From an optimization exercise on the open Yosys and OpenROAD flow, aimed at small area, a short achievable clock period and few clock cycles; shortcuts taken in it are not production practice.
At most, simulation tests tie the RTL to the original design; equivalence was not proved.
The RTL of runs 1 to 3 was laid out without a check of its function.
Power is estimated from default activity; no workload was simulated.

$ cat flow/design.v
module ME(
    input clk,
    input rst_n,
    input block_valid,
    input area_valid,
    input [7:0] in_data,
    output logic out_valid,
    output logic signed [2:0] out_vector
);
logic [7:0] nblk [0:15];
always_ff @(posedge clk)
    if (block_valid) begin
        for (int k = 0; k < 15; k++) nblk[k] <= nblk[k+1];
        nblk[15] <= ~in_data;
    end
logic [7:0] pix [0:12];
always_ff @(posedge clk) begin
    pix[0] <= in_data;
    for (int d = 1; d < 13; d++) pix[d] <= pix[d-1];
end
function automatic [7:0] cmppix(input integer i);
    cmppix = i == 0 ? pix[11] : i == 1 ? pix[7] : i == 2 ? pix[3] : in_data;
endfunction
function automatic [7:0] addpix(input integer i);
    addpix = pix[12 - 4*i];
endfunction
logic [15:0] gt, c4;
logic [7:0]  e15;
always_ff @(posedge clk)
    for (int k = 0; k < 16; k++) begin
        logic [7:0] a;
        logic [8:0] e;
        logic [4:0] lo;
        a  = cmppix(k/4);
        e  = {1'b0, a} + {1'b0, nblk[k]};
        lo = {1'b0, a[3:0]} + {1'b0, nblk[k][3:0]};
        gt[k] <= e[8];
        c4[k] <= lo[4];
        if (k == 15) e15 <= e[7:0];
    end
logic [3:0] pd0 [0:14];
logic [3:0] pd1 [0:14];
logic [3:0] pd2 [0:14];
logic       kc1 [0:14];
logic       kc2 [0:14];
function automatic [3:0] topmask(input integer s);
    integer m, k;
    m = (255 * (s + 1)) >> 8;
    k = 0;
    while (k < m) k = 2 * k + 1;
    topmask = k;
endfunction
always_ff @(posedge clk)
    for (int s = 0; s < 15; s++) begin
        logic [11:0] t;
        logic [4:0] q0;
        logic [4:0] q1;
        logic [4:0] q2;
        logic [7:0] a;
        logic [3:0] elo, ehi;
        a = addpix(s/4);
        elo = a[3:0] + nblk[s][3:0];
        ehi = a[7:4] + nblk[s][7:4] + {3'd0, c4[s]};
        t = {4'd0, {ehi, elo} ^ {8{~gt[s]}}};
        q0 = {1'b0, (s == 0 ? 4'd0 : pd0[s-1])} + {1'b0, t[3:0]} + {4'd0, gt[s]};
        q1 = {1'b0, (s == 0 ? 4'd0 : pd1[s-1])} + {1'b0, t[7:4]} + {4'd0, (s == 0 ? 1'b0 : kc1[s-1])};
        q2 = {1'b0, (s == 0 ? 4'd0 : pd2[s-1])} + {1'b0, t[11:8]} + {4'd0, (s == 0 ? 1'b0 : kc2[s-1])};
        pd0[s] <= q0[3:0];
        kc1[s] <= q0[4];
        pd1[s] <= q1[3:0];
        kc2[s] <= q1[4];
        pd2[s] <= q2[3:0] & topmask(s);
    end
logic [11:0] sad;
always_ff @(posedge clk)
    sad <= {pd2[14], pd1[14], pd0[14]} + ({11'd0, kc1[14]} << 4) + ({11'd0, kc2[14]} << 8)
           + {4'd0, e15 ^ {8{~gt[15]}}} + {11'd0, gt[15]};
logic [5:0] idx;
logic v1, v2;
always_ff @(posedge clk, negedge rst_n)
    if (!rst_n) begin
        v1 <= 1'b0;
        v2 <= 1'b0;
    end else begin
        v1 <= area_valid;
        v2 <= v1;
    end
always_ff @(posedge clk)
    idx <= block_valid ? 6'd0 : idx + {5'd0, v2};
wire win_ok = v2 && idx[5:3] >= 3'd3 && idx[2:0] >= 3'd3;
wire first  = idx == 6'd27;
logic [11:0] nmin;    
wire better = first || sad < ~nmin;
logic [2:0] min_x, min_y;
wire [2:0] cur_x = idx[2:0] - 3'd5;    
wire [2:0] cur_y = 3'd5 - idx[5:3];    
always_ff @(posedge clk)
    if (win_ok && better) begin
        nmin    <= ~sad;
        min_x   <= cur_x;
        min_y   <= cur_y;
    end
wire last = v2 && idx == 6'd63;
logic second;
always_ff @(posedge clk, negedge rst_n)
    if (!rst_n) begin
        out_valid  <= 1'b0;
        second     <= 1'b0;
        out_vector <= 3'd0;
    end else begin
        second    <= last;
        out_valid <= last || second;
        if (last)
            out_vector <= better ? cur_x : min_x;
        else if (second)
            out_vector <= min_y;
        else
            out_vector <= 3'd0;
    end
endmodule
$ cat flow/run.sh
#!/bin/bash
# synth_recipe.tcl (not shown) runs the flow's synth.tcl, then flattens the netlist and writes it again
# the make line also repeats each setting of config.mk as NAME=value (left out here)
make -C /OpenROAD-flow-scripts/flow DESIGN_CONFIG=/design/flow/config.mk WORK_HOME=/design/flow/orfs CLKGATE_MAP_FILE= SYNTH_SCRIPT=/design/flow/synth_recipe.tcl finish
$ cat flow/config.mk
export PLATFORM = sky130hd
export DESIGN_NAME = ME
export DESIGN_NICKNAME = ME
export VERILOG_FILES = /design/flow/design.v
export SDC_FILE = /design/flow/constraint.sdc
export NUM_CORES = 8
export LEC_CHECK = 0
export ABC_AREA = 1
export ABC_CLOCK_PERIOD_IN_PS = 2200
export CAP_MARGIN = 20
export CORE_MARGIN = 2
export CORE_UTILIZATION = 60
export CTS_CLUSTER_DIAMETER = 100
export CTS_CLUSTER_SIZE = 30
export SETUP_SLACK_MARGIN = 3.3
export SLEW_MARGIN = 20
export TNS_END_PERCENT = 100
$ cat flow/constraint.sdc
create_clock -name core_clock -period 5.5 [get_ports {clk}]
set_input_delay 1.1000 -clock core_clock [delete_from_list [all_inputs] [get_ports {clk}]]
set_output_delay 1.1000 -clock core_clock [all_outputs]
set_load 0.01 [all_outputs]
==> impl_metrics.env, run 1 <==
export IMPL_io_pins=16
export IMPL_synth_compound_area_share=0.0506
export IMPL_gp_routability_congestion=0.805
export IMPL_synth_largest_area_cell="dfxtp_1"
export IMPL_status="finished clean"
export IMPL_arrival_ps=2750
export IMPL_die_y_um=204
export IMPL_cp_end_kind="flop"
export IMPL_hold_path_depth=0
export IMPL_cts_tree="built"
export IMPL_start_util=0.607
export IMPL_r2r_start="nblk[13][4]$_DFFE_PP_"
export IMPL_final_seq_area_um2=11700
export IMPL_whs_ps=332
export IMPL_synthAdderAreaFrac=0.248
export IMPL_cap_viol_max_count=0
export IMPL_yosysWarnings=8
export IMPL_fin_crit_sh=0.416
export IMPL_chipWidth_um=204
export IMPL_drtIter0Drc=536
export IMPL_grt_ovfl_total=0
export IMPL_fin_skew_ps=15.6
export IMPL_cp_start_kind="flop"
export IMPL_final_cell_mix="dfxtp_1, ha_1, xor2_1"
export IMPL_first_pass_iters=4
export IMPL_path_clk_slew_ps=110
export IMPL_synth_fp_nets=2423
export IMPL_cp_data_required_time_ps=5960
export IMPL_grt_setup_unrepaired="yes"
export IMPL_r2r_slack_ps=3210
export IMPL_synthCells=1989
export IMPL_synthDistinctLibCells=35
export IMPL_synth_area_um2=24000
export IMPL_hp_class="reg -> reg"
export IMPL_p_per_area_nw_per_um2=476
export IMPL_fill_cells=2940
export IMPL_layout_commonest_cell="dfxtp_1"
export IMPL_worst_pin_slew_ps=769
export IMPL_final_setup_viol_count=0
export IMPL_worstReg2RegEnd="pd1[13][1]$_DFF_P_"
export IMPL_fin_ws_ps=3210
export IMPL_dieArea_um2=41700
export IMPL_htreeDepth=1
export IMPL_synth_mux_area_fraction=0.00604
export IMPL_worstSetupPathType="reg -> reg"
export IMPL_synth_xor_area_share=0.122
export IMPL_yosys_area_share_simple=0.0589
export IMPL_hold_buffers=0
export IMPL_relSlewSlack=0.487
export IMPL_cts_buffers=20
export IMPL_ys_top_cells_by_area="dfxtp_1, edfxtp_1, ha_1"
export IMPL_core_um2=39600
export IMPL_root_buffer="clkbuf_16"
export IMPL_grt_pass1_wl_mm=70.5
export IMPL_antenna_left=0
export IMPL_port_buffers=15
export IMPL_dp_hpwl_mm=31.4
export IMPL_grt_usage=0.208
export IMPL_worstHoldStart="pix[2][1]$_DFF_P_"
export IMPL_hold_violations=0
export IMPL_first_global_vias=14154
export IMPL_nNetsFinal=2505
export IMPL_path_max_fanout=2
export IMPL_setup_tns_ps=0
export IMPL_synth_top_family_by_area="adder cells"
export IMPL_whs_endpoint="pix[3][1]$_DFF_P_"
export IMPL_ys_seq_area_frac=0.484
export IMPL_num_rows=73
export IMPL_area_growth_pct=12.0
export IMPL_drt_total_wl_mm=42.7
export IMPL_remaining_drc_errors=0
export IMPL_insertedDiodeCount=0
export IMPL_pre_cts_ws_ps=2420
export IMPL_drv_slew=0
export IMPL_fmax_mhz=437
export IMPL_vdd_drop_max_mv=0.314
export IMPL_antenna_found_initial=0
export IMPL_wl_per_cell_um=16.3
export IMPL_clockBufferDepth=3
export IMPL_cts_sinks=506
export IMPL_multiInputGateArea_um2=12800
export IMPL_power_leakage_nw=11.8
export IMPL_synth_area_per_cell_um2=12.1
export IMPL_clk_latency_ps=550
export IMPL_drive_gt1_frac=0.177
export IMPL_fin_crit_ps=2290
export IMPL_ff2ff_path_depth=7
export IMPL_via_per_inst=5.26
export IMPL_vias=13731
export IMPL_synth_top_area_frac=0.294
export IMPL_grt_max_degree=71
export IMPL_ys_ff_latch=506
synthesized netlist by cell type (all sizes together):
cell       n
a21o      15
fa        90
inv      157
a221oi    12
nor3       2
o21ai     31
o21bai     1
a211oi     4
dfrtp      7
buf       22
a31o      15
mux2i      1
o211ai     1
mux2      12
and3       1
or2        2
nor4       1
a21oi    131
dfxtp    353
edfxtp   146
xnor2    163
xor2     171
nand2    156
nand3    117
nand4     17
o2111ai    1
clkbuf     1
nor2      27
ha       332
worst max-delay path by stage:
| stage | start | to | slack, ps | depth (start not counted) |
|---|---|---|---|---|
| 2_1_floorplan | in_data[0] | e15[6]$_DFF_P_ | 3290 | 7 |
| 3_3_place_gp | in_data[0] | e15[6]$_DFF_P_ | 2530 | 8 |
| 3_5_place_dp | in_data[0] | e15[6]$_DFF_P_ | 2420 | 8 |
| 4_1_cts | out_vector[2]$_DFF_PN0_ | out_vector[2] | 3150 | 1 |
| 5_1_grt | nblk[9][4]$_DFFE_PP_ | pd1[9][3]$_DFF_P_ | 3140 | 9 |
| 6_report | nblk[13][4]$_DFFE_PP_ | pd1[13][1]$_DFF_P_ | 3210 | 7 |
sequential cells by signal, indices dropped and copies added, names as in the netlist, 6 cells and up:
name,cells
gt,16
nblk,128
c4,15
pd2,43
nmin,12
e15,8
idx,6
kc2,14
kc1,15
pix,104
sad,12
pd0,60
pd1,60
where the power goes:
part	switching, W	internal [W]	total [W]
Clock	0.00110	0.000756	0.00185
Sequential	0.000663	0.00490	0.00556
Combinational	0.00280	0.00261	0.00541
cell families after synthesis:
family | after synthesis
buf+inv | 180
xor+xnor | 334
mux | 13
flops | 506
compound gates | 211
fa+ha+maj | 422
simple gates | 323
layout make-up:
type,instances,area share
repair buffers,83,0.0243
flip-flops and latches,506,0.433
well taps,525,0.0244
clock buffers,36,0.0223
multi-input cells,1303,0.474
inverters,157,0.0219
per-layer routing:
layer  GRT usage  vias to the layer above  share of wire
met5           0                        -              0
met4      0.0336                        0          0.015
met3      0.0166                       38          0.018
met2       0.356                      104           0.48
met1       0.296                     6688           0.48
li1            -                     6901              -
metrics by stage:
stage,power (W),util,cells,area (µm²)
final,0.0128,0.679,2610,26900
after global routing,0.0139,0.679,2610,26900
after floorplan,0.00893,-,1989,24100
after detailed placement,0.0101,0.624,2508,24700
after global placement,0.0101,0.624,2508,24700
after CTS,0.0125,0.659,2579,26100
timing repair:
action	CTS	global route
gates resized for setup	149	129
pin swaps	70	104
buffers inserted	35	31
setup endpoints to repair	102	104
worst max-delay path: stages (launching register included):
cell and delay [ps]:
edfxtp_1 440, fa_2 370, inv_2 80, fa_2 450
xnor2_2 150, buf_4 160, fa_2 520, inv_1 30
==> run 2: changes to the inputs <==
--- a/flow/design.v
+++ b/flow/design.v
@@ -18,26 +18,11 @@
     pix[0] <= in_data;
     for (int d = 1; d < 13; d++) pix[d] <= pix[d-1];
 end
-function automatic [7:0] cmppix(input integer i);
-    cmppix = i == 0 ? pix[11] : i == 1 ? pix[7] : i == 2 ? pix[3] : in_data;
-endfunction
-function automatic [7:0] addpix(input integer i);
-    addpix = pix[12 - 4*i];
-endfunction
-logic [15:0] gt, c4;
-logic [7:0]  e15;
-always_ff @(posedge clk)
-    for (int k = 0; k < 16; k++) begin
-        logic [7:0] a;
-        logic [8:0] e;
-        logic [4:0] lo;
-        a  = cmppix(k/4);
-        e  = {1'b0, a} + {1'b0, nblk[k]};
-        lo = {1'b0, a[3:0]} + {1'b0, nblk[k][3:0]};
-        gt[k] <= e[8];
-        c4[k] <= lo[4];
-        if (k == 15) e15 <= e[7:0];
-    end
+logic [7:0] adv [0:15];
+logic       adc [0:15];
+always_comb
+    for (int k = 0; k < 16; k++)
+        {adc[k], adv[k]} = {1'b0, pix[12 - 4*(k/4)]} + {1'b0, nblk[k]};
 logic [3:0] pd0 [0:14];
 logic [3:0] pd1 [0:14];
 logic [3:0] pd2 [0:14];
@@ -50,21 +35,25 @@
     while (k < m) k = 2 * k + 1;
     topmask = k;
 endfunction
+function automatic [4:0] radd4(input [3:0] a, input [3:0] b, input ci);
+    logic c;
+    c = ci;
+    for (int i = 0; i < 4; i++) begin
+        radd4[i] = a[i] ^ b[i] ^ c;
+        c = (a[i] & b[i]) | (c & (a[i] ^ b[i]));
+    end
+    radd4[4] = c;
+endfunction
 always_ff @(posedge clk)
     for (int s = 0; s < 15; s++) begin
         logic [11:0] t;
         logic [4:0] q0;
         logic [4:0] q1;
         logic [4:0] q2;
-        logic [7:0] a;
-        logic [3:0] elo, ehi;
-        a = addpix(s/4);
-        elo = a[3:0] + nblk[s][3:0];
-        ehi = a[7:4] + nblk[s][7:4] + {3'd0, c4[s]};
-        t = {4'd0, {ehi, elo} ^ {8{~gt[s]}}};
-        q0 = {1'b0, (s == 0 ? 4'd0 : pd0[s-1])} + {1'b0, t[3:0]} + {4'd0, gt[s]};
-        q1 = {1'b0, (s == 0 ? 4'd0 : pd1[s-1])} + {1'b0, t[7:4]} + {4'd0, (s == 0 ? 1'b0 : kc1[s-1])};
-        q2 = {1'b0, (s == 0 ? 4'd0 : pd2[s-1])} + {1'b0, t[11:8]} + {4'd0, (s == 0 ? 1'b0 : kc2[s-1])};
+        t = {4'd0, adv[s] ^ {8{~adc[s]}}};
+        q0 = radd4((s == 0 ? 4'd0 : pd0[s-1]), t[3:0], adc[s]);
+        q1 = radd4((s == 0 ? 4'd0 : pd1[s-1]), t[7:4], (s == 0 ? 1'b0 : kc1[s-1]));
+        q2 = radd4((s == 0 ? 4'd0 : pd2[s-1]), t[11:8], (s == 0 ? 1'b0 : kc2[s-1]));
         pd0[s] <= q0[3:0];
         kc1[s] <= q0[4];
         pd1[s] <= q1[3:0];
@@ -74,16 +63,16 @@
 logic [11:0] sad;
 always_ff @(posedge clk)
     sad <= {pd2[14], pd1[14], pd0[14]} + ({11'd0, kc1[14]} << 4) + ({11'd0, kc2[14]} << 8)
-           + {4'd0, e15 ^ {8{~gt[15]}}} + {11'd0, gt[15]};
+           + {4'd0, adv[15] ^ {8{~adc[15]}}} + {11'd0, adc[15]};
 logic [5:0] idx;
-logic v1, v2;
+logic v0, v2;
 always_ff @(posedge clk, negedge rst_n)
     if (!rst_n) begin
-        v1 <= 1'b0;
+        v0 <= 1'b0;
         v2 <= 1'b0;
     end else begin
-        v1 <= area_valid;
-        v2 <= v1;
+        v0 <= area_valid;
+        v2 <= v0;
     end
 always_ff @(posedge clk)
     idx <= block_valid ? 6'd0 : idx + {5'd0, v2};
--- a/flow/config.mk
+++ b/flow/config.mk
@@ -12,6 +12,6 @@
 export CORE_UTILIZATION = 60
 export CTS_CLUSTER_DIAMETER = 100
 export CTS_CLUSTER_SIZE = 30
-export SETUP_SLACK_MARGIN = 3.3
+export SETUP_SLACK_MARGIN = 3.2
 export SLEW_MARGIN = 20
 export TNS_END_PERCENT = 100
==> impl_metrics.env, run 2 <==
export IMPL_worstSetupPathType="reg -> reg"
export IMPL_remaining_drc_errors=0
export IMPL_via_per_inst=5.15
export IMPL_ys_top_cells_by_area="dfxtp_1, edfxtp_1, ha_1"
export IMPL_largest_register="nblk"
export IMPL_cts_buffers=19
export IMPL_yosys_cell_count_top_type="inv_1"
export IMPL_synth_top_area_frac=0.283
export IMPL_drt_total_wl_mm=45.1
export IMPL_cp_depth=16
export IMPL_p_per_area_nw_per_um2=431
export IMPL_hold_buffers=0
export IMPL_gp_routability_congestion=0.879
export IMPL_insertedDiodeCount=0
export IMPL_path_buf_inv=5
export IMPL_crit_end="pd1[9][3]$_DFF_P_"
export IMPL_p_sw_frac=0.354
export IMPL_drive_gt1_frac=0.297
export IMPL_final_setup_viol_count=0
export IMPL_die_y_um=196
export IMPL_ff2ff_path_depth=16
export IMPL_antenna_left=0
export IMPL_synthAdderAreaFrac=0.214
export IMPL_synth_area_um2=22200
export IMPL_synth_top_family_by_area="adder cells"
export IMPL_synth_largest_area_cell="dfxtp_1"
export IMPL_arrival_ps=3580
export IMPL_drtIter0Drc=632
export IMPL_antenna_found_initial=0
export IMPL_fill_cells=2547
export IMPL_path_max_fanout=3
export IMPL_r2r_slack_ps=2340
export IMPL_synthCells=2061
export IMPL_synth_xor_area_share=0.0647
export IMPL_first_global_vias=14387
export IMPL_clk_latency_ps=550
export IMPL_slowest_delay_ps=470
export IMPL_vdd_drop_max_mv=0.331
export IMPL_fmax_mhz=317
export IMPL_cp_start_kind="flop"
export IMPL_clockBufferDepth=3
export IMPL_top_layer="met4"
export IMPL_relSlewSlack=0.433
export IMPL_cts_sinks=467
export IMPL_cp_top_family="adder cells"
export IMPL_port_buffers=15
export IMPL_nNetsFinal=2553
export IMPL_power_leakage_nw=12.0
export IMPL_yosysWarnings=10
export IMPL_synth_mux_area_fraction=0
export IMPL_utilization=0.734
export IMPL_num_rows=70
export IMPL_cp_end_kind="flop"
export IMPL_start_util=0.608
export IMPL_first_pass_iters=6
export IMPL_io_pins=16
export IMPL_yosys_most_used_dff="dfxtp_1"
export IMPL_ys_seq_area_frac=0.489
export IMPL_hold_violations=0
export IMPL_fin_crit_sh=0.574
export IMPL_clock_power_share=0.147
export IMPL_setup_tns_ps=0
export IMPL_synth_compound_area_share=0.0549
export IMPL_dieArea_um2=38500
export IMPL_yosys_top_cells_count="inv_1, nand2_1, dfxtp_1, ha_1, edfxtp_1"
export IMPL_path_clk_slew_ps=120
export IMPL_core_um2=36500
export IMPL_wl_met1_mm=19.9
export IMPL_p_total_w=0.0116
export IMPL_layout_commonest_cell="nand2_1"
export IMPL_fin_skew_ps=22.5
export IMPL_synth_area_per_cell_um2=10.8
export IMPL_dp_hpwl_mm=32.2
export IMPL_yosys_area_share_simple=0.116
export IMPL_final_cell_mix="nand2_1, dfxtp_1, inv_1"
export IMPL_grt_max_degree=74
export IMPL_grt_ovfl_total=0
export IMPL_p_int_w=0.00746
export IMPL_synth_edf_count=146
export IMPL_cp_cell_sequence="ha_4 > inv_2 > fa_2 > inv_2 > nand3_2 > nand2_2 > nand4_1 > nand2_4 > xnor2_2 > fa_2 > inv_2 > fa_2 > inv_2 > fa_2 > inv_2 > fa_2"
export IMPL_grt_pass1_wl_mm=72.0
export IMPL_largest_reg_flops=128
export IMPL_root_buffer="clkbuf_16"
export IMPL_synthDistinctLibCells=40
export IMPL_drv_slew=0
export IMPL_synth_async_reset_ratio=0.0150
export IMPL_area_growth_pct=20.7
export IMPL_critPathLaunch="nblk[9][0]$_DFFE_PP_"
export IMPL_hp_class="reg -> reg"
export IMPL_fin_crit_ps=3160
export IMPL_ys_ff_latch=467
export IMPL_chipWidth_um=196
export IMPL_wl_per_cell_um=16.6
export IMPL_worst_pin_slew_ps=850
export IMPL_p_seq_frac=0.437
export IMPL_htreeDepth=1
export IMPL_status="finished clean"
export IMPL_dpl_cell_area_um2=23700
export IMPL_wl_met2_mm=22.6
export IMPL_met3_length_mm=1.44
export IMPL_finish_instance_area_um2=26800
export IMPL_cts_tree="built"
export IMPL_grt_usage=0.236
export IMPL_cap_viol_max_count=0
export IMPL_comb_power_share=0.416
export IMPL_grt_setup_unrepaired="yes"
export IMPL_worstReg2RegEnd="pd1[9][3]$_DFF_P_"
export IMPL_switchingPower_w=0.00409
export IMPL_r2r_start="nblk[9][0]$_DFFE_PP_"
export IMPL_cp_data_required_time_ps=5920
export IMPL_vias=13958
export IMPL_synth_fp_nets=2383
export IMPL_cp_slowest_cell="edfxtp_1"
[run 2: layout make-up]
class / count / area, µm² / share of cell area
Timing Repair Buffer: 150 / 1410 / 0.0527
Inverter: 365 / 1420 / 0.0529
Sequential cell: 467 / 10900 / 0.407
Tap cell: 468 / 586 / 0.0219
Clock buffer: 30 / 517 / 0.0193
Multi-Input combinational cell: 1228 / 11900 / 0.445
Clock inverter: 3 / 28.8 / 0.00107
[run 2: worst min path at each step]
stage                             from                 end  slack [ps]  cells past startpoint
floorplan           pix[11][0]$_DFF_P_  pix[12][0]$_DFF_P_         310                      0
global placement     pix[6][2]$_DFF_P_   pix[7][2]$_DFF_P_         310                      0
detailed placement   pix[2][1]$_DFF_P_   pix[3][1]$_DFF_P_         310                      0
CTS                  pix[7][3]$_DFF_P_   pix[8][3]$_DFF_P_         330                      0
global route         pix[3][4]$_DFF_P_   pix[4][4]$_DFF_P_         340                      0
finish               pix[7][3]$_DFF_P_   pix[8][3]$_DFF_P_         330                      0
[run 2: worst register-to-register path, stage by stage (launching register included)]
cell      delay (ps)
edfxtp_1         470
ha_4             170
inv_2             30
fa_2             350
inv_2             60
nand3_2           60
nand2_2           90
nand4_1          160
nand2_4          140
xnor2_2           70
fa_2             340
inv_2             60
fa_2             190
inv_2             40
fa_2             320
inv_2             60
fa_2             410
[run 2: per-stage QoR]
stage,setup slack [ps],cells,hold WS (ps)
detailed placement,2140,2545,312
floorplan,2550,2061,309
CTS,2350,2666,331
finish,2340,2711,330
global placement,2150,2545,310
global route,2240,2711,337
[run 2: layer usage]
| layer | GRT usage | vias up |
|---|---|---|
| li1 | - | 6931 |
| met1 | 0.311 | 6714 |
| met2 | 0.420 | 240 |
| met3 | 0.0209 | 73 |
| met4 | 0.0662 | 0 |
| met5 | 0 | - |
[run 2: cell families (layout without fill, tap and decap cells)]
logic type      Yosys count  in the layout
compound gates          200            200
xor+xnor                164            164
simple gates            554            554
fa+ha+maj               310            310
flops                   467            467
buf+inv                 366            548
[run 2: power by group through the flow]
stage                     sequential (W)  clock, W  combinational [W]
after global placement           0.00511         0            0.00389
after floorplan                  0.00494         0            0.00290
after CTS                        0.00505   0.00175            0.00447
after global routing             0.00515   0.00186            0.00549
after detailed placement         0.00511         0            0.00395
final                            0.00505   0.00170            0.00480
[run 2: repair_timing]
item                                    CTS  global route
resized for setup                       188           152
setup buffers                            88            45
endpoints found under the setup margin  155           141
pin swaps                                37            51
==> run 3: changes to the inputs <==
--- a/flow/config.mk
+++ b/flow/config.mk
@@ -12,6 +12,6 @@
 export CORE_UTILIZATION = 60
 export CTS_CLUSTER_DIAMETER = 100
 export CTS_CLUSTER_SIZE = 30
-export SETUP_SLACK_MARGIN = 3.2
+export SETUP_SLACK_MARGIN = 3.05
 export SLEW_MARGIN = 20
 export TNS_END_PERCENT = 100
==> impl_metrics.env, run 3 <==
export IMPL_status="finished clean"
export IMPL_worstSetupPathType="reg -> reg"
export IMPL_synth_async_reset_ratio=0.0150
export IMPL_synth_area_per_cell_um2=10.8
export IMPL_synth_fp_nets=2383
export IMPL_ys_ff_latch=467
export IMPL_vias=13912
export IMPL_cp_common_cell="fa_2"
export IMPL_synth_mux_area_fraction=0
export IMPL_port_buffers=15
export IMPL_drive_gt1_frac=0.273
export IMPL_grt_setup_unrepaired="yes"
export IMPL_clk_latency_ps=550
export IMPL_htreeDepth=1
export IMPL_cts_sinks=467
export IMPL_synthDistinctLibCells=40
export IMPL_drt_total_wl_mm=44.3
export IMPL_nNetsFinal=2549
export IMPL_utilization=0.721
export IMPL_cp_slowest_cell="dfxtp_4"
export IMPL_area_growth_pct=18.6
export IMPL_grt_max_degree=68
export IMPL_num_rows=70
export IMPL_relSlewSlack=0.507
export IMPL_multiInputGateArea_um2=11600
export IMPL_first_pass_iters=5
export IMPL_fill_cells=2638
export IMPL_antenna_found_initial=0
export IMPL_cp_end_kind="flop"
export IMPL_hold_violations=0
export IMPL_grt_ovfl_total=0
export IMPL_slowest_delay_ps=410
export IMPL_fin_skew_ps=18.5
export IMPL_synth_xor_area_share=0.0647
export IMPL_wl_per_cell_um=16.4
export IMPL_drv_slew=0
export IMPL_synth_top_family_by_area="adder cells"
export IMPL_synth_top_area_frac=0.283
export IMPL_largest_reg_flops=128
export IMPL_chipWidth_um=196
export IMPL_p_total_w=0.0113
export IMPL_yosys_most_used_dff="dfxtp_1"
export IMPL_gp_routability_congestion=0.863
export IMPL_cp_cell_sequence="buf_4 > ha_4 > inv_1 > fa_2 > o21ai_4 > xor2_2 > xnor2_2 > fa_2 > inv_2 > fa_1 > inv_1 > fa_2 > inv_2 > fa_1"
export IMPL_path_max_fanout=5
export IMPL_cp_start_kind="flop"
export IMPL_yosysWarnings=10
export IMPL_first_global_vias=14308
export IMPL_synthAdderAreaFrac=0.214
export IMPL_final_setup_viol_count=0
export IMPL_final_seq_area_um2=10900
export IMPL_finish_instance_area_um2=26300
export IMPL_path_clk_slew_ps=110
export IMPL_worst_pin_slew_ps=739
export IMPL_dieArea_um2=38500
export IMPL_core_um2=36500
export IMPL_layout_commonest_cell="nand2_1"
export IMPL_arrival_ps=3630
export IMPL_synth_area_um2=22200
export IMPL_antenna_left=0
export IMPL_clockBufferDepth=3
export IMPL_start_util=0.608
export IMPL_synth_compound_area_share=0.0549
export IMPL_synthCells=2061
export IMPL_hp_class="reg -> reg"
export IMPL_fmax_mhz=313
export IMPL_dp_hpwl_mm=32.0
export IMPL_ff2ff_path_depth=14
export IMPL_fin_crit_ps=3190
export IMPL_setup_tns_ps=0
export IMPL_yosys_top_cells_count="inv_1, nand2_1, dfxtp_1, ha_1, edfxtp_1"
export IMPL_final_cell_mix="nand2_1, dfxtp_1, inv_1"
export IMPL_p_per_area_nw_per_um2=431
export IMPL_root_buffer="clkbuf_16"
export IMPL_cts_tree="built"
export IMPL_insertedDiodeCount=0
export IMPL_die_y_um=196
export IMPL_hold_path_depth=0
export IMPL_cap_viol_max_count=0
export IMPL_cp_data_required_time_ps=5930
export IMPL_largest_register="nblk"
export IMPL_yosys_area_share_simple=0.116
export IMPL_synth_largest_area_cell="dfxtp_1"
export IMPL_io_pins=16
export IMPL_grt_usage=0.231
export IMPL_via_per_inst=5.14
export IMPL_dpl_cell_area_um2=23600
export IMPL_remaining_drc_errors=0
export IMPL_drtIter0Drc=703
export IMPL_power_leakage_nw=12.0
export IMPL_fin_crit_sh=0.581
export IMPL_synth_edf_count=146
export IMPL_grt_pass1_wl_mm=70.7
export IMPL_yosys_cell_count_top_type="inv_1"
export IMPL_ys_top_cells_by_area="dfxtp_1, edfxtp_1, ha_1"
export IMPL_ys_seq_area_frac=0.489
export IMPL_cts_buffers=19
export IMPL_vdd_drop_max_mv=0.288
run 3: cell counts after synthesis:
Identical to the previous run, type by type.
run 3: kinds of logic after synthesis:
kind of cell	after synthesis
AOI/OAI and AO/OA	200
xor gates and xnor gates	164
adders and majority gates	310
DFF	467
buffers and inverters	366
and+or+nand+nor	554
run 3: path summary, 6_finish.rpt:
kind,to,slack (ps),from
setup / recovery,pd1[14][3]$_DFF_P_,2310,pix[0][0]$_DFF_P_
hold / removal,pix[6][7]$_DFF_P_,330,pix[5][7]$_DFF_P_
setup reg to reg,pd1[14][3]$_DFF_P_,2310,pix[0][0]$_DFF_P_
hold reg to reg,pix[6][7]$_DFF_P_,330,pix[5][7]$_DFF_P_
max in group asynchronous,out_vector[2]$_DFF_PN0_,4470,rst_n
min in group asynchronous,out_vector[0]$_DFF_PN0_,800,rst_n
run 3: stage by stage:
stage          setup WS [ps]  std cells  hold slack [ps]
2_1_floorplan           2550       2061              309
3_3_place_gp            2130       2546              310
3_5_place_dp            2140       2546              312
4_1_cts                 2360       2665              332
5_1_grt                 2160       2707              336
6_report                2310       2707              330
run 3: metal layers:
layer / part of all wire / wire (µm) / GRT usage / vias up
met5: 0 / 0 / 0 / -
met4: 0.020 / 882 / 0.0556 / 0
li1: - / - / - / 6933
met2: 0.51 / 22600 / 0.420 / 189
met1: 0.44 / 19600 / 0.301 / 6737
met3: 0.026 / 1170 / 0.0187 / 53
run 3: final cells by class:
class | instances | area share
Clock buffer | 30 | 0.0200
Clock inverter | 3 | 0.000855
Inverter | 365 | 0.0535
Multi-Input combinational cell | 1228 | 0.441
Sequential cell | 467 | 0.414
Tap cell | 468 | 0.0222
Timing Repair Buffer | 146 | 0.0485
run 3: timing repair:
action	CTS	global route
hold buffers	0	0
setup buffers	86	42
resized for setup	166	110
endpoints found under the setup margin	123	116
pin swaps	37	36
run 3: power by group:
group / internal (W) / switching (W) / total, W
combinational: 0.00215 / 0.00247 / 0.00461
sequential: 0.00455 / 0.000491 / 0.00504
clock: 0.000679 / 0.00101 / 0.00169
run 3: worst max-delay path: cells and delay by family, from the launching register on:
kind                       cells  cell delay (ps)
buffers and inverters          5              350
adders and majority gates      6             1790
DFF                            1              410
xor gates and xnor gates       2              320
AOI/OAI and AO/OA              1              210
==> run 4: changes to the inputs <==
--- a/flow/design.v
+++ b/flow/design.v
@@ -13,16 +13,19 @@
         for (int k = 0; k < 15; k++) nblk[k] <= nblk[k+1];
         nblk[15] <= ~in_data;
     end
-logic [7:0] pix [0:12];
+logic [7:0] pix [0:11];
 always_ff @(posedge clk) begin
     pix[0] <= in_data;
-    for (int d = 1; d < 13; d++) pix[d] <= pix[d-1];
+    for (int d = 1; d < 12; d++) pix[d] <= pix[d-1];
 end
+function automatic [7:0] pixd(input integer i);
+    pixd = i == 0 ? pix[11] : i == 1 ? pix[7] : i == 2 ? pix[3] : in_data;
+endfunction
 logic [7:0] adv [0:15];
 logic       adc [0:15];
-always_comb
+always_ff @(posedge clk)
     for (int k = 0; k < 16; k++)
-        {adc[k], adv[k]} = {1'b0, pix[12 - 4*(k/4)]} + {1'b0, nblk[k]};
+        {adc[k], adv[k]} <= {1'b0, pixd(k/4)} + {1'b0, nblk[k]};
 logic [3:0] pd0 [0:14];
 logic [3:0] pd1 [0:14];
 logic [3:0] pd2 [0:14];
@@ -65,14 +68,14 @@
     sad <= {pd2[14], pd1[14], pd0[14]} + ({11'd0, kc1[14]} << 4) + ({11'd0, kc2[14]} << 8)
            + {4'd0, adv[15] ^ {8{~adc[15]}}} + {11'd0, adc[15]};
 logic [5:0] idx;
-logic v0, v2;
+logic v1, v2;
 always_ff @(posedge clk, negedge rst_n)
     if (!rst_n) begin
-        v0 <= 1'b0;
+        v1 <= 1'b0;
         v2 <= 1'b0;
     end else begin
-        v0 <= area_valid;
-        v2 <= v0;
+        v1 <= area_valid;
+        v2 <= v1;
     end
 always_ff @(posedge clk)
     idx <= block_valid ? 6'd0 : idx + {5'd0, v2};
--- a/flow/config.mk
+++ b/flow/config.mk
@@ -12,6 +12,6 @@
 export CORE_UTILIZATION = 60
 export CTS_CLUSTER_DIAMETER = 100
 export CTS_CLUSTER_SIZE = 30
-export SETUP_SLACK_MARGIN = 3.05
+export SETUP_SLACK_MARGIN = 3.3
 export SLEW_MARGIN = 20
 export TNS_END_PERCENT = 100
==> impl_metrics.env, run 4 <==
export IMPL_die_y_um=204
export IMPL_fin_crit_sh=0.398
export IMPL_power_leakage_nw=11.6
export IMPL_synth_edf_count=146
export IMPL_grt_setup_unrepaired="yes"
export IMPL_placed_cells=2457
export IMPL_cts_sinks=603
export IMPL_fmax_mhz=457
export IMPL_worst_pin_slew_ps=931
export IMPL_via_per_inst=4.94
export IMPL_drtIter0Drc=549
export IMPL_setup_tns_ps=0
export IMPL_synthDistinctLibCells=29
export IMPL_vias=12473
export IMPL_cts_tree="built"
export IMPL_path_clk_slew_ps=110
export IMPL_cp_start_kind="flop"
export IMPL_dieArea_um2=41600
export IMPL_htreeDepth=1
export IMPL_num_rows=73
export IMPL_synth_async_reset_ratio=0.0116
export IMPL_synth_area_um2=24000
export IMPL_wl_per_cell_um=15.4
export IMPL_p_total_w=0.0123
export IMPL_fin_crit_ps=2190
export IMPL_cts_buffers=24
export IMPL_clk_latency_ps=570
export IMPL_whs_ps=331
export IMPL_grt_ovfl_total=0
export IMPL_core_um2=39500
export IMPL_arrival_ps=2670
export IMPL_vdd_drop_max_mv=0.342
export IMPL_chipWidth_um=204
export IMPL_drive_gt1_frac=0.0886
export IMPL_hold_violations=0
export IMPL_ys_ff_latch=603
export IMPL_root_buffer="clkbuf_16"
export IMPL_worstSetupPathType="reg -> reg"
export IMPL_yosys_top_cells_count="dfxtp_1, inv_1, ha_1, edfxtp_1, xor2_1"
export IMPL_first_pass_iters=5
export IMPL_dp_hpwl_mm=28.7
export IMPL_synth_area_per_cell_um2=12.4
export IMPL_ys_top_cells_by_area="dfxtp_1, edfxtp_1, ha_1"
export IMPL_hold_buffers=0
export IMPL_nNetsFinal=2304
export IMPL_final_cell_mix="dfxtp_1, inv_1, ha_1"
export IMPL_insertedDiodeCount=0
export IMPL_area_growth_pct=8.28
export IMPL_final_setup_viol_count=0
export IMPL_relSlewSlack=0.379
export IMPL_layout_commonest_cell="dfxtp_1"
export IMPL_status="finished clean"
export IMPL_remaining_drc_errors=0
export IMPL_antenna_found_initial=0
export IMPL_cap_viol_max_count=0
export IMPL_instances_no_fill=2523
export IMPL_dpl_cell_area_um2=24800
export IMPL_final_seq_area_um2=13600
export IMPL_synthCells=1933
export IMPL_gp_routability_congestion=0.809
export IMPL_grt_usage=0.196
export IMPL_synth_fp_nets=2256
export IMPL_p_per_area_nw_per_um2=475
export IMPL_grt_max_degree=134
export IMPL_port_buffers=15
export IMPL_drt_total_wl_mm=38.8
export IMPL_multiInputGateArea_um2=9600
export IMPL_top_layer="met4"
export IMPL_clockBufferDepth=3
export IMPL_cp_end_kind="flop"
export IMPL_antenna_left=0
export IMPL_yosysWarnings=10
export IMPL_wl_met2_mm=19.2
export IMPL_grt_pass1_wl_mm=64.4
export IMPL_first_global_vias=12821
export IMPL_io_pins=16
export IMPL_ys_seq_area_frac=0.566
export IMPL_synth_largest_area_cell="dfxtp_1"
export IMPL_start_util=0.606
export IMPL_cp_data_required_time_ps=5980
export IMPL_met3_length_um=925
export IMPL_hp_class="reg -> reg"
export IMPL_fill_cells=3007
export IMPL_drv_slew=0
export IMPL_synth_top_area_frac=0.376
export IMPL_yosys_most_used_dff="dfxtp_1"
export IMPL_yosys_cell_count_top_type="dfxtp_1"
export IMPL_wl_met1_mm=18.0
export IMPL_fin_skew_ps=34.1
export IMPL_path_max_fanout=5
export IMPL_finish_instance_area_um2=26000
[run 4: cell count changes after synthesis, moves of 16 or more]
cell and change:
a21oi_1 +42, xor2_1 +41, xnor2_1 +38, nand2_1 -205, o21ai_0 -29, inv_1 -76
dfxtp_1 +136, buf_2 +16
[run 4: report_power, final]
part / leakage, nW / switching [W] / internal (W)
Sequential: 5.31 / 0.000567 / 0.00576
Clock: 0.340 / 0.00130 / 0.000877
Combinational: 5.90 / 0.00211 / 0.00173
Total: 11.6 / 0.00397 / 0.00836
[run 4: critical path, stage by stage (launching register included)]
cell and delay [ps]:
dfxtp_4 400, xor2_2 170, fa_1 530, inv_1 60, ha_4 300, nand2_4 70, nor3_4 200, nor2_2 60
nor2_2 110, nand2_1 70, nand3_1 70, nand2_1 50
[run 4: worst paths after layout]
path,end,slack [ps],cells after the start,start
max,sad[9]$_DFF_P_,3310,11,adc[15]$_DFF_P_
min,pix[10][3]$_DFF_P_,330,0,pix[9][3]$_DFF_P_
max reg2reg,sad[9]$_DFF_P_,3310,11,adc[15]$_DFF_P_
min reg2reg,pix[10][3]$_DFF_P_,330,0,pix[9][3]$_DFF_P_
max in group asynchronous,out_vector[2]$_DFF_PN0_,4510,1,rst_n
min in group asynchronous,out_vector[1]$_DFF_PN0_,760,1,rst_n
[run 4: cell families (layout without fill, tap and decap cells)]
group           after synthesis  count (layout)  synth area share
flops                       603             603             0.566
fa+ha+maj                   311             311             0.199
simple gates                303             303            0.0563
buf+inv                     293             358            0.0468
xor+xnor                    243             243            0.0888
compound gates              165             165            0.0373
mux                          15              15           0.00631
[run 4: layout make-up]
| class | instances | share of cell area |
|---|---|---|
| clock inverter | 1 | 0.00116 |
| timing repair buffer | 39 | 0.0122 |
| clock buffer | 42 | 0.0266 |
| tap | 525 | 0.0253 |
| inverter | 276 | 0.0399 |
| multi-input combinational | 1037 | 0.370 |
| sequential | 603 | 0.525 |
[run 4: through the flow]
stage / utilization / setup WS, ps
after floorplan: - / 3230
after global placement: 0.628 / 2250
after detailed placement: 0.628 / 2190
after CTS: 0.649 / 3220
after global routing: 0.656 / 3200
final: 0.656 / 3310
[run 4: what timing repair did]
item | CTS | global route
resized for setup | 56 | 80
buffers inserted | 11 | 12
pin swaps | 1 | 17
setup endpoints to repair | 79 | 48
[run 4: per-layer routing]
layer  up-vias  track usage
met3        53       0.0225
li1       6355            -
met1      5948        0.265
met2       117        0.342
met5         -            0
met4         0       0.0388
Testbench counts of run 4, summed over its fixed seeds: cycles 43,008.
==> run 5: changes to the inputs <==
--- a/flow/config.mk
+++ b/flow/config.mk
@@ -5,7 +5,6 @@
 export SDC_FILE = /design/flow/constraint.sdc
 export NUM_CORES = 8
 export LEC_CHECK = 0
-export ABC_AREA = 1
 export ABC_CLOCK_PERIOD_IN_PS = 2200
 export CAP_MARGIN = 20
 export CORE_MARGIN = 2
==> impl_metrics.env, run 5 <==
export IMPL_synth_async_reset_ratio=0.0116
export IMPL_remaining_drc_errors=0
export IMPL_hold_path_depth=0
export IMPL_whs_endpoint="pix[7][1]$_DFF_P_"
export IMPL_start_util=0.607
export IMPL_gp_routability_congestion=0.769
export IMPL_antenna_found_initial=1
export IMPL_dieArea_um2=40700
export IMPL_layout_commonest_cell="dfxtp_1"
export IMPL_grt_max_degree=89
export IMPL_final_seq_area_um2=13600
export IMPL_fin_ws_ps=3240
export IMPL_fin_skew_ps=34.5
export IMPL_path_clk_slew_ps=110
export IMPL_p_sw_frac=0.315
export IMPL_synth_area_um2=23500
export IMPL_p_seq_frac=0.502
export IMPL_synth_fp_nets=2073
export IMPL_chipWidth_um=202
export IMPL_placed_cells=2268
export IMPL_final_setup_viol_count=0
export IMPL_insertedDiodeCount=0
export IMPL_grt_usage=0.192
export IMPL_synth_largest_area_cell="dfxtp_1"
export IMPL_final_cell_mix="dfxtp_1, inv_1, ha_1"
export IMPL_yosys_top_cells_count="dfxtp_1, inv_1, ha_1, xnor2_1, edfxtp_1"
export IMPL_ys_seq_area_frac=0.578
export IMPL_fin_crit_ps=2260
export IMPL_synthCells=1750
export IMPL_first_global_vias=12400
export IMPL_status="finished clean"
export IMPL_root_buffer="clkbuf_16"
export IMPL_instances_no_fill=2352
export IMPL_p_int_w=0.00862
export IMPL_clk_latency_ps=570
export IMPL_synth_top_area_frac=0.384
export IMPL_cap_viol_max_count=0
export IMPL_power_leakage_nw=11.2
export IMPL_cp_end_kind="flop"
export IMPL_clock_power_share=0.172
export IMPL_arrival_ps=2730
export IMPL_cp_data_required_time_ps=5960
export IMPL_drtIter0Drc=419
export IMPL_port_buffers=15
export IMPL_hold_violations=0
export IMPL_core_um2=38600
export IMPL_worstSetupPathType="reg -> reg"
export IMPL_switchingPower_w=0.00397
export IMPL_setup_tns_ps=0
export IMPL_die_y_um=202
export IMPL_drive_gt1_frac=0.121
export IMPL_cts_tree="built"
export IMPL_relSlewSlack=0.393
export IMPL_clockBufferDepth=3
export IMPL_r2r_slack_ps=3240
export IMPL_r2r_start="adc[15]$_DFF_P_"
export IMPL_hold_buffers=0
export IMPL_via_per_inst=4.92
export IMPL_comb_power_share=0.326
export IMPL_synthDistinctLibCells=36
export IMPL_fin_crit_sh=0.412
export IMPL_area_growth_pct=10.2
export IMPL_dp_hpwl_mm=27.0
export IMPL_htreeDepth=1
export IMPL_ys_ff_latch=603
export IMPL_drt_total_wl_mm=37.0
export IMPL_ff2ff_path_depth=12
export IMPL_worst_pin_slew_ps=911
export IMPL_synth_area_per_cell_um2=13.4
export IMPL_ys_top_cells_by_area="dfxtp_1, edfxtp_1, ha_1"
export IMPL_hp_class="reg -> reg"
export IMPL_critPathLaunch="adc[15]$_DFF_P_"
export IMPL_num_rows=72
export IMPL_fill_cells=2816
export IMPL_fmax_mhz=442
export IMPL_p_total_w=0.0126
export IMPL_vdd_drop_max_mv=0.342
export IMPL_p_per_area_nw_per_um2=487
export IMPL_grt_setup_unrepaired="yes"
export IMPL_yosys_most_used_dff="dfxtp_1"
export IMPL_cts_buffers=24
export IMPL_multiInputGateArea_um2=9560
export IMPL_first_pass_iters=4
export IMPL_vias=11570
export IMPL_pre_cts_ws_ps=2120
export IMPL_cts_sinks=603
export IMPL_path_max_fanout=2
export IMPL_worstReg2RegEnd="sad[5]$_DFF_P_"
export IMPL_worstHoldStart="pix[6][1]$_DFF_P_"
export IMPL_yosys_cell_count_top_type="dfxtp_1"
export IMPL_drv_slew=0
export IMPL_io_pins=16
export IMPL_grt_pass1_wl_mm=62.3
export IMPL_yosysWarnings=10
export IMPL_nNetsFinal=2139
export IMPL_cp_start_kind="flop"
export IMPL_synth_edf_count=146
export IMPL_grt_ovfl_total=0
export IMPL_wl_per_cell_um=15.7
export IMPL_antenna_left=0
## run 5: what timing repair did
item	CTS	global route
setup buffers	17	21
cloned	0	2
resized for setup	75	83
setup endpoints to repair	79	64
pin swaps	17	27
## run 5: worst max path at each step
stage / endpoint / depth (start not counted)
after floorplan: adv[15][6]$_DFF_P_ / 7
after global placement: adv[14][7]$_DFF_P_ / 7
after detailed placement: adv[13][7]$_DFF_P_ / 7
after CTS: pd1[4][3]$_DFF_P_ / 8
after global routing: sad[11]$_DFF_P_ / 9
final: sad[5]$_DFF_P_ / 12
## run 5: cell type report
type / count / area share
sequential: 603 / 0.527
multi-input combinational: 921 / 0.370
inverter: 209 / 0.0303
clock buffer: 43 / 0.0268
tap: 518 / 0.0251
timing repair buffer: 57 / 0.0194
clock inverter: 1 / 0.00116
## run 5: worst max-delay path, stage by stage (launching register included)
cell and delay (ps):
dfxtp_4 390, xnor2_4 140, ha_1 280, ha_2 180, inv_2 40, fa_2 330
inv_1 60, a21o_1 150, a21oi_4 80, buf_4 130, buf_4 120, buf_4 130
xnor2_2 120
## run 5: power by group through the flow
stage / logic (W) / clock network [W] / registers, W
6_report: 0.00411 / 0.00217 / 0.00632
5_1_grt: 0.00483 / 0.00240 / 0.00645
4_1_cts: 0.00385 / 0.00225 / 0.00635
3_5_place_dp: 0.00352 / 0 / 0.00645
3_3_place_gp: 0.00347 / 0 / 0.00646
2_1_floorplan: 0.00260 / 0 / 0.00622
## run 5: kinds of logic after synthesis
kind of cell,synth area share
xor+xnor,0.0922
mux,0.00688
fa+ha+maj,0.203
compound gates,0.0547
buf+inv,0.0365
flops,0.578
simple gates,0.0285
## run 5: through the flow
stage,area [µm²],utilization,hold slack (ps)
after floorplan,23700,-,310
after global placement,24400,0.631,310
after detailed placement,24400,0.631,312
after CTS,25400,0.657,332
after global routing,25800,0.669,335
final,25800,0.669,328
## run 5: per-layer routing
layer	GRT usage	wire, µm
met1	0.256	17100
met2	0.340	18300
met3	0.0217	897
met4	0.0399	743
met5	0	0
==> run 6: changes to the inputs <==
--- a/flow/config.mk
+++ b/flow/config.mk
@@ -5,12 +5,14 @@
 export SDC_FILE = /design/flow/constraint.sdc
 export NUM_CORES = 8
 export LEC_CHECK = 0
+export ABC_AREA = 1
 export ABC_CLOCK_PERIOD_IN_PS = 2200
 export CAP_MARGIN = 20
 export CORE_MARGIN = 2
 export CORE_UTILIZATION = 60
 export CTS_CLUSTER_DIAMETER = 100
 export CTS_CLUSTER_SIZE = 30
+export PLACE_DENSITY = 0.8
 export SETUP_SLACK_MARGIN = 3.3
 export SLEW_MARGIN = 20
 export TNS_END_PERCENT = 100
==> impl_metrics.env, run 6 <==
export IMPL_status="finished clean"
export IMPL_vdd_drop_max_mv=0.318
export IMPL_yosys_top_cells_count="dfxtp_1, inv_1, ha_1, edfxtp_1, xor2_1"
export IMPL_fin_crit_ps=2200
export IMPL_clockBufferDepth=3
export IMPL_p_per_area_nw_per_um2=478
export IMPL_r2r_slack_ps=3300
export IMPL_fin_skew_ps=36.9
export IMPL_synth_edf_count=146
export IMPL_worst_pin_slew_ps=812
export IMPL_arrival_ps=2650
export IMPL_cts_tree="built"
export IMPL_synth_async_reset_ratio=0.0116
export IMPL_yosysWarnings=10
export IMPL_port_buffers=15
export IMPL_power_leakage_nw=11.5
export IMPL_wl_met2_mm=20.4
export IMPL_hold_buffers=0
export IMPL_synth_area_um2=24000
export IMPL_final_setup_viol_count=0
export IMPL_worstSetupPathType="reg -> reg"
export IMPL_synth_fp_nets=2256
export IMPL_fill_cells=2794
export IMPL_core_um2=39500
export IMPL_hp_class="reg -> reg"
export IMPL_grt_usage=0.197
export IMPL_top_layer="met4"
export IMPL_gp_routability_congestion=0.827
export IMPL_wl_per_cell_um=15.6
export IMPL_grt_setup_unrepaired="yes"
export IMPL_dp_hpwl_mm=28.6
export IMPL_fin_crit_sh=0.400
export IMPL_drive_gt1_frac=0.0831
export IMPL_insertedDiodeCount=0
export IMPL_ys_seq_area_frac=0.566
export IMPL_chipWidth_um=204
export IMPL_clk_latency_ps=580
export IMPL_cts_sinks=603
export IMPL_root_buffer="clkbuf_16"
export IMPL_cp_data_required_time_ps=5950
export IMPL_relSlewSlack=0.459
export IMPL_drtIter0Drc=563
export IMPL_dieArea_um2=41600
export IMPL_cp_start_kind="flop"
export IMPL_whs_ps=328
export IMPL_fmax_mhz=454
export IMPL_grt_max_degree=80
export IMPL_remaining_drc_errors=0
export IMPL_io_pins=16
export IMPL_setup_tns_ps=0
export IMPL_ff2ff_path_depth=8
export IMPL_synthDistinctLibCells=29
export IMPL_cp_end_kind="flop"
export IMPL_path_clk_slew_ps=110
export IMPL_met3_length_mm=1.26
export IMPL_via_per_inst=5.10
export IMPL_first_global_vias=13611
export IMPL_p_total_w=0.0124
export IMPL_htreeDepth=1
export IMPL_grt_ovfl_total=0
export IMPL_vias=12871
export IMPL_area_growth_pct=8.13
export IMPL_ys_ff_latch=603
export IMPL_ys_top_cells_by_area="dfxtp_1, edfxtp_1, ha_1"
export IMPL_num_rows=73
export IMPL_drt_total_wl_mm=39.5
export IMPL_die_y_um=204
export IMPL_final_cell_mix="dfxtp_1, inv_1, ha_1"
export IMPL_nNetsFinal=2304
export IMPL_synthCells=1933
export IMPL_layout_commonest_cell="dfxtp_1"
export IMPL_first_pass_iters=6
export IMPL_start_util=0.606
export IMPL_wl_met1_mm=16.7
export IMPL_hold_path_depth=0
export IMPL_antenna_left=0
export IMPL_grt_pass1_wl_mm=65.6
export IMPL_drv_slew=0
export IMPL_antenna_found_initial=0
export IMPL_yosys_cell_count_top_type="dfxtp_1"
export IMPL_cts_buffers=24
export IMPL_synth_largest_area_cell="dfxtp_1"
export IMPL_hold_violations=0
export IMPL_synth_area_per_cell_um2=12.4
export IMPL_synth_top_area_frac=0.376
export IMPL_yosys_most_used_dff="dfxtp_1"
export IMPL_path_max_fanout=4
export IMPL_cap_viol_max_count=0
## run 6: cell types whose count changed in the layout (fill, tap and decap cells not counted), sizes merged, moves of 35 or more
cell	delta
nand3	+66
inv	+67
nand2	+81
a21oi	+54
xnor2	-67
a21o	-35
xor2	+63
## run 6: layout make-up
cell class | instances | area (µm²) | area share
multi-input cells | 1037 | 9580 | 0.369
well taps | 525 | 657 | 0.0253
clock inverters | 1 | 30.0 | 0.00116
clock buffers | 42 | 689 | 0.0266
flip-flops and latches | 603 | 13600 | 0.526
repair buffers | 39 | 313 | 0.0121
inverters | 276 | 1040 | 0.0400
## run 6: power by group
part           internal (W)  switching (W)  total [W]
combinational       0.00174        0.00217    0.00391
sequential          0.00576       0.000557    0.00631
clock              0.000877        0.00129    0.00217
total               0.00837        0.00401     0.0124
## run 6: critical path, cell delays in order (launching register included)
cell     delay (ps)
dfxtp_4         380
xor2_1          170
fa_1            360
inv_1            80
fa_2            200
inv_1            50
fa_1            370
inv_2            70
fa_1            400
## run 6: worst paths after layout
kind / from / to
worst max-delay path: adc[5]$_DFF_P_ / pd1[5][3]$_DFF_P_
worst min-delay path: pix[10][7]$_DFF_P_ / pix[11][7]$_DFF_P_
worst max register to register: adc[5]$_DFF_P_ / pd1[5][3]$_DFF_P_
worst min register to register: pix[10][7]$_DFF_P_ / pix[11][7]$_DFF_P_
max in group asynchronous: rst_n / out_vector[0]$_DFF_PN0_
min in group asynchronous: rst_n / v2$_DFF_PN0_
## run 6: cell families (layout without fill, tap and decap cells)
group | Yosys count | in the layout | synth area share
buf+inv | 293 | 358 | 0.0468
flops | 603 | 603 | 0.566
fa+ha+maj | 311 | 311 | 0.199
simple gates | 303 | 303 | 0.0563
xor+xnor | 243 | 243 | 0.0888
mux | 15 | 15 | 0.00631
compound gates | 165 | 165 | 0.0373
## run 6: repair_timing
action,CTS,global route
gates cloned,0,0
pin swaps,6,22
buffers inserted,13,9
endpoints found under the setup margin,75,47
resized for setup,66,55
## run 6: layer usage
| metal | global-route usage | vias to the layer above |
|---|---|---|
| met3 | 0.0226 | 73 |
| met5 | 0 | - |
| met4 | 0.0527 | 0 |
| met2 | 0.362 | 219 |
| li1 | - | 6343 |
| met1 | 0.245 | 6236 |
## run 6: stage by stage
step                      utilization  instance area, µm²  cells  setup slack [ps]
after global routing            0.656               25900   2523              3200
after global placement          0.628               24800   2458              2320
after detailed placement        0.628               24800   2458              2260
after CTS                       0.650               25700   2514              3210
after floorplan                     -               24100   1933              3230
final                           0.656               25900   2523              3300
==> run 7: changes to the inputs <==
--- a/flow/config.mk
+++ b/flow/config.mk
@@ -12,7 +12,7 @@
 export CORE_UTILIZATION = 60
 export CTS_CLUSTER_DIAMETER = 100
 export CTS_CLUSTER_SIZE = 30
-export PLACE_DENSITY = 0.8
+export PLACE_DENSITY = 0.75
 export SETUP_SLACK_MARGIN = 3.3
 export SLEW_MARGIN = 20
 export TNS_END_PERCENT = 100
==> impl_metrics.env, run 7 <==
export IMPL_status="finished clean"
export IMPL_cts_buffers=24
export IMPL_grt_usage=0.200
export IMPL_path_buf_inv=1
export IMPL_cp_cell_sequence="buf_2"
export IMPL_htreeDepth=1
export IMPL_root_buffer="clkbuf_16"
export IMPL_drt_total_wl_mm=39.8
export IMPL_synth_edf_count=146
export IMPL_synthCells=1933
export IMPL_hold_path_depth=0
export IMPL_synth_area_um2=24000
export IMPL_via_per_inst=5.05
export IMPL_num_rows=73
export IMPL_ys_top_cells_by_area="dfxtp_1, edfxtp_1, ha_1"
export IMPL_insertedDiodeCount=0
export IMPL_synth_async_reset_ratio=0.0116
export IMPL_chipWidth_um=204
export IMPL_start_util=0.606
export IMPL_port_buffers=15
export IMPL_final_setup_viol_count=0
export IMPL_drive_gt1_frac=0.0820
export IMPL_dp_hpwl_mm=29.2
export IMPL_yosysWarnings=10
export IMPL_cp_start_kind="flop"
export IMPL_grt_pass1_wl_mm=66.3
export IMPL_wl_per_cell_um=15.8
export IMPL_setup_tns_ps=0
export IMPL_grt_max_degree=71
export IMPL_cp_depth=1
export IMPL_ys_seq_area_frac=0.566
export IMPL_yosys_cell_count_top_type="dfxtp_1"
export IMPL_ff2ff_path_depth=7
export IMPL_power_leakage_nw=11.6
export IMPL_antenna_found_initial=0
export IMPL_first_pass_iters=6
export IMPL_relSlewSlack=0.524
export IMPL_layout_commonest_cell="dfxtp_1"
export IMPL_synth_area_per_cell_um2=12.4
export IMPL_synth_largest_area_cell="dfxtp_1"
export IMPL_hold_violations=0
export IMPL_fin_crit_ps=2180
export IMPL_yosys_most_used_dff="dfxtp_1"
export IMPL_drv_slew=0
export IMPL_cp_data_required_time_ps=4400
export IMPL_cts_tree="built"
export IMPL_whs_ps=327
export IMPL_synth_top_area_frac=0.376
export IMPL_path_clk_slew_ps=110
export IMPL_cp_slowest_cell="dfrtp_1"
export IMPL_hp_class="reg -> reg"
export IMPL_cts_sinks=603
export IMPL_dieArea_um2=41600
export IMPL_hold_buffers=0
export IMPL_path_max_fanout=1
export IMPL_vdd_drop_max_mv=0.255
export IMPL_cp_end_kind="output pin"
export IMPL_p_total_w=0.0125
export IMPL_synthDistinctLibCells=29
export IMPL_slowest_delay_ps=370
export IMPL_ys_ff_latch=603
export IMPL_remaining_drc_errors=0
export IMPL_die_y_um=204
export IMPL_core_um2=39500
export IMPL_fin_skew_ps=30.1
export IMPL_io_pins=16
export IMPL_drtIter0Drc=550
export IMPL_yosys_top_cells_count="dfxtp_1, inv_1, ha_1, edfxtp_1, xor2_1"
export IMPL_grt_ovfl_total=0
export IMPL_arrival_ps=1080
export IMPL_clockBufferDepth=3
export IMPL_nNetsFinal=2306
export IMPL_area_growth_pct=8.20
export IMPL_final_cell_mix="dfxtp_1, inv_1, ha_1"
export IMPL_first_global_vias=13828
export IMPL_p_per_area_nw_per_um2=480
export IMPL_worstSetupPathType="reg -> out"
export IMPL_gp_routability_congestion=0.866
export IMPL_vias=12757
export IMPL_synth_fp_nets=2256
export IMPL_cap_viol_max_count=0
export IMPL_cp_top_family="flip-flops"
export IMPL_clk_latency_ps=580
export IMPL_antenna_left=0
export IMPL_fmax_mhz=459
export IMPL_worst_pin_slew_ps=714
export IMPL_grt_setup_unrepaired="yes"
export IMPL_fin_crit_sh=0.396
[run 7: cell types whose count changed in the layout (fill, tap and decap cells not counted), moves of 2 or more]
cell	change
a21oi_1	-3
a21oi_2	+2
fa_1	+2
fa_2	-2
inv_1	+5
inv_2	-5
xor2_2	-2
[run 7: cell families (layout without fill, tap and decap cells)]
kind of cell	after synthesis	count (layout)	synth area share
adder cells (fa/ha/maj)	311	311	0.199
AND/OR/NAND/NOR	303	303	0.0563
multiplexers	15	15	0.00631
flip-flops	603	603	0.566
buffers and inverters	293	359	0.0468
AO/OA/AOI/OAI	165	165	0.0373
XOR/XNOR	243	243	0.0888
[run 7: routing by layer]
| metal | GRT usage | vias up | part of all wire | wire length, µm |
|---|---|---|---|---|
| met3 | 0.0195 | 74 | 0.024 | 958 |
| met5 | 0 | - | 0 | 0 |
| met4 | 0.0558 | 0 | 0.028 | 1110 |
| met1 | 0.250 | 6142 | 0.43 | 17100 |
| met2 | 0.368 | 176 | 0.52 | 20600 |
| li1 | - | 6365 | - | - |
[run 7: layout make-up]
| class | instances | area, µm² |
|---|---|---|
| Timing Repair Buffer | 41 | 338 |
| Clock inverter | 2 | 46.3 |
| Multi-Input combinational cell | 1037 | 9580 |
| Sequential cell | 603 | 13600 |
| Tap cell | 525 | 657 |
| Clock buffer | 40 | 661 |
| Fill cell | 2820 | 13600 |
| Inverter | 276 | 1040 |
[run 7: worst paths after layout]
kind                                startpoint                 endpoint  slack, ps
max reg2reg                    adc[15]$_DFF_P_           sad[8]$_DFF_P_       3340
max                        out_valid$_DFF_PN0_                out_valid       3320
min reg2reg                  pix[9][7]$_DFF_P_       pix[10][7]$_DFF_P_        330
min                          pix[9][7]$_DFF_P_       pix[10][7]$_DFF_P_        330
min in group asynchronous                rst_n      out_valid$_DFF_PN0_        760
max in group asynchronous                rst_n  out_vector[2]$_DFF_PN0_       4510
[run 7: report_power, final]
part | leakage [nW] | internal, W | switching [W]
Combinational | 5.91 | 0.00179 | 0.00219
Sequential | 5.31 | 0.00576 | 0.000560
Clock | 0.333 | 0.000849 | 0.00130
Total | 11.6 | 0.00840 | 0.00406
[run 7: metrics by stage]
step            util  instance area [µm²]  setup WS (ps)  instances
6_report       0.656                25900           3320       2524
5_1_grt        0.656                25900           3190       2524
4_1_cts        0.651                25700           3280       2515
3_5_place_dp   0.628                24800           2210       2458
3_3_place_gp   0.628                24800           2330       2458
2_1_floorplan      -                24100           3230       1933
[run 7: repair_timing]
action	in CTS	in global routing
gates resized for setup	68	50
endpoints found under the setup margin	75	45
setup buffers	15	9
pin swaps	11	15
hold endpoints to repair	0	0
==> run 8: changes to the inputs <==
--- a/flow/config.mk
+++ b/flow/config.mk
@@ -12,7 +12,7 @@
 export CORE_UTILIZATION = 60
 export CTS_CLUSTER_DIAMETER = 100
 export CTS_CLUSTER_SIZE = 30
-export PLACE_DENSITY = 0.75
+export PLACE_DENSITY = 0.65
 export SETUP_SLACK_MARGIN = 3.3
 export SLEW_MARGIN = 20
 export TNS_END_PERCENT = 100
==> impl_metrics.env, run 8 <==
export IMPL_hp_class="reg -> reg"
export IMPL_first_pass_iters=5
export IMPL_remaining_drc_errors=0
export IMPL_status="finished clean"
export IMPL_dpl_cell_area_um2=24800
export IMPL_drv_slew=0
export IMPL_gp_routability_congestion=0.858
export IMPL_p_total_w=0.0124
export IMPL_chipWidth_um=204
export IMPL_dp_hpwl_mm=29.3
export IMPL_clockBufferDepth=3
export IMPL_synthCells=1933
export IMPL_layout_commonest_cell="dfxtp_1"
export IMPL_finish_instance_area_um2=26000
export IMPL_clk_latency_ps=580
export IMPL_fin_skew_ps=37.8
export IMPL_grt_max_degree=93
export IMPL_first_global_vias=13079
export IMPL_final_setup_viol_count=0
export IMPL_cts_sinks=603
export IMPL_nNetsFinal=2306
export IMPL_cts_tree="built"
export IMPL_drtIter0Drc=530
export IMPL_root_buffer="clkbuf_16"
export IMPL_synthDistinctLibCells=29
export IMPL_fin_crit_ps=2180
export IMPL_fmax_mhz=458
export IMPL_p_per_area_nw_per_um2=479
export IMPL_cp_cell_sequence="xnor2_1 > ha_1 > ha_4 > inv_1 > fa_2 > nor3_4 > nor2_2 > nor2_2 > nand2_1 > nand3_1 > nand2_1"
export IMPL_cap_viol_max_count=0
export IMPL_setup_tns_ps=0
export IMPL_synth_fp_nets=2256
export IMPL_grt_pass1_wl_mm=65.5
export IMPL_drt_total_wl_mm=39.9
export IMPL_num_rows=73
export IMPL_port_buffers=15
export IMPL_drive_gt1_frac=0.0795
export IMPL_core_um2=39500
export IMPL_synth_edf_count=146
export IMPL_grt_setup_unrepaired="yes"
export IMPL_yosys_top_cells_count="dfxtp_1, inv_1, ha_1, edfxtp_1, xor2_1"
export IMPL_via_per_inst=5.03
export IMPL_hold_violations=0
export IMPL_antenna_found_initial=0
export IMPL_ys_ff_latch=603
export IMPL_worst_pin_slew_ps=985
export IMPL_synth_area_per_cell_um2=12.4
export IMPL_cts_buffers=24
export IMPL_cp_end_kind="flop"
export IMPL_path_clk_slew_ps=110
export IMPL_yosysWarnings=10
export IMPL_die_y_um=204
export IMPL_insertedDiodeCount=0
export IMPL_area_growth_pct=8.26
export IMPL_path_max_fanout=5
export IMPL_cp_top_family="adder cells"
export IMPL_htreeDepth=1
export IMPL_vdd_drop_max_mv=0.322
export IMPL_worstSetupPathType="reg -> reg"
export IMPL_grt_ovfl_total=0
export IMPL_slowest_delay_ps=430
export IMPL_synth_async_reset_ratio=0.0116
export IMPL_cp_slowest_cell="fa_2"
export IMPL_start_util=0.606
export IMPL_vias=12716
export IMPL_synth_area_um2=24000
export IMPL_final_cell_mix="dfxtp_1, inv_1, ha_1"
export IMPL_whs_ps=337
export IMPL_antenna_left=0
export IMPL_yosys_cell_count_top_type="dfxtp_1"
export IMPL_grt_usage=0.199
export IMPL_cp_start_kind="flop"
export IMPL_arrival_ps=2650
export IMPL_path_buf_inv=1
export IMPL_io_pins=16
export IMPL_cp_data_required_time_ps=5970
export IMPL_yosys_most_used_dff="dfxtp_1"
export IMPL_fin_crit_sh=0.397
export IMPL_synth_largest_area_cell="dfxtp_1"
export IMPL_ys_top_cells_by_area="dfxtp_1, edfxtp_1, ha_1"
export IMPL_synth_top_area_frac=0.376
export IMPL_wl_per_cell_um=15.8
export IMPL_relSlewSlack=0.343
export IMPL_dieArea_um2=41600
export IMPL_power_leakage_nw=11.6
export IMPL_ys_seq_area_frac=0.566
run 8: kinds of logic (layout without fill, tap and decap cells):
logic type | count (synthesis) | after routing | share of synthesized area
AO/OA/AOI/OAI | 165 | 165 | 0.0373
adder cells (fa/ha/maj) | 311 | 311 | 0.199
multiplexers | 15 | 15 | 0.00631
flip-flops | 603 | 603 | 0.566
XOR/XNOR | 243 | 243 | 0.0888
AND/OR/NAND/NOR | 303 | 303 | 0.0563
buffers and inverters | 293 | 361 | 0.0468
run 8: path summary, 6_finish.rpt:
path | endpoint | slack, ps | cells after the start | start
max reg2reg | sad[9]$_DFF_P_ | 3320 | 11 | adc[15]$_DFF_P_
min in group asynchronous | out_vector[2]$_DFF_PN0_ | 770 | 1 | rst_n
min reg2reg | pix[6][7]$_DFF_P_ | 340 | 0 | pix[5][7]$_DFF_P_
min | pix[6][7]$_DFF_P_ | 340 | 0 | pix[5][7]$_DFF_P_
max | sad[9]$_DFF_P_ | 3320 | 11 | adc[15]$_DFF_P_
max in group asynchronous | out_valid$_DFF_PN0_ | 4500 | 1 | rst_n
run 8: final cells by class:
class	instances	area (µm²)
Fill cell	3024	13600
Inverter	276	1040
Clock inverter	1	30.0
Sequential cell	603	13600
Timing Repair Buffer	41	330
Tap cell	525	657
Multi-Input combinational cell	1037	9580
Clock buffer	43	693
run 8: where the power goes:
part,internal (W),switching (W)
sequential,0.00576,0.000559
clock,0.000880,0.00131
combinational,0.00177,0.00215
run 8: timing repair:
item / 4_1_cts / 5_1_grt
hold buffers: 0 / 0
pin swaps: 0 / 15
setup buffers: 13 / 11
resized for setup: 52 / 64
setup endpoints to repair: 79 / 47
run 8: stage by stage:
step | setup WS (ps) | utilization | instances
final | 3320 | 0.656 | 2526
after global routing | 3180 | 0.656 | 2526
after CTS | 3180 | 0.649 | 2515
after detailed placement | 2230 | 0.628 | 2458
after global placement | 2240 | 0.628 | 2458
after floorplan | 3230 | - | 1933
run 8: routing by layer:
layer	global-route usage	part of all wire
met5	0	0
met2	0.356	0.50
met3	0.0234	0.023
met4	0.0378	0.018
met1	0.264	0.46

[port drivers added, routing unchanged]
Ports are ideal in the flow. The routed layouts listed here were re-timed in OpenROAD. Step 1: set_driving_cell puts a clkbuf_16 on clk and a buf_2 on each other input, an assumption about the parent block. Step 2 moves the port delays by t, midway between the first and last clock arrival at a register: inputs arrive t later, outputs are due t later. That takes back most of the time a late clock gives input paths. Three values: ideal, step 1, step 2; two values: the first two.
| run | t (ns) | slack for setup (ns) | latest minus earliest clock arrival (ns) | worst slew at a driven data input, ns | pins driven straight from the clock port |
|---|---|---|---|---|---|
| run 1 | 0.597 | 3.213 / 3.213 / 2.813 | 0.019 / 0.019 | 0.04 | 1 |
| run 2 | 0.591 | 2.343 / 2.343 / 2.343 | 0.022 / 0.023 | 0.04 | 1 |
| run 3 | 0.597 | 2.307 / 2.307 / 2.307 | 0.023 / 0.022 | 0.05 | 1 |
| run 4 | 0.613 | 3.311 / 3.268 / 2.760 | 0.043 / 0.043 | 0.03 | 1 |
| run 5 | 0.607 | 3.236 / 3.236 / 2.797 | 0.036 / 0.036 | 0.04 | 1 |
| run 6 | 0.617 | 3.300 / 3.263 / 2.747 | 0.037 / 0.037 | 0.04 | 1 |
| run 7 | 0.627 | 3.320 / 3.263 / 2.765 | 0.037 / 0.037 | 0.04 | 1 |
| run 8 | 0.617 | 3.317 / 3.270 / 2.787 | 0.038 / 0.039 | 0.04 | 1 |
After both steps every run listed still meets setup and hold. For run 7, which loses most, drivers alone change the setup slack by -0.057 ns; drivers and shift together by -0.555 ns.
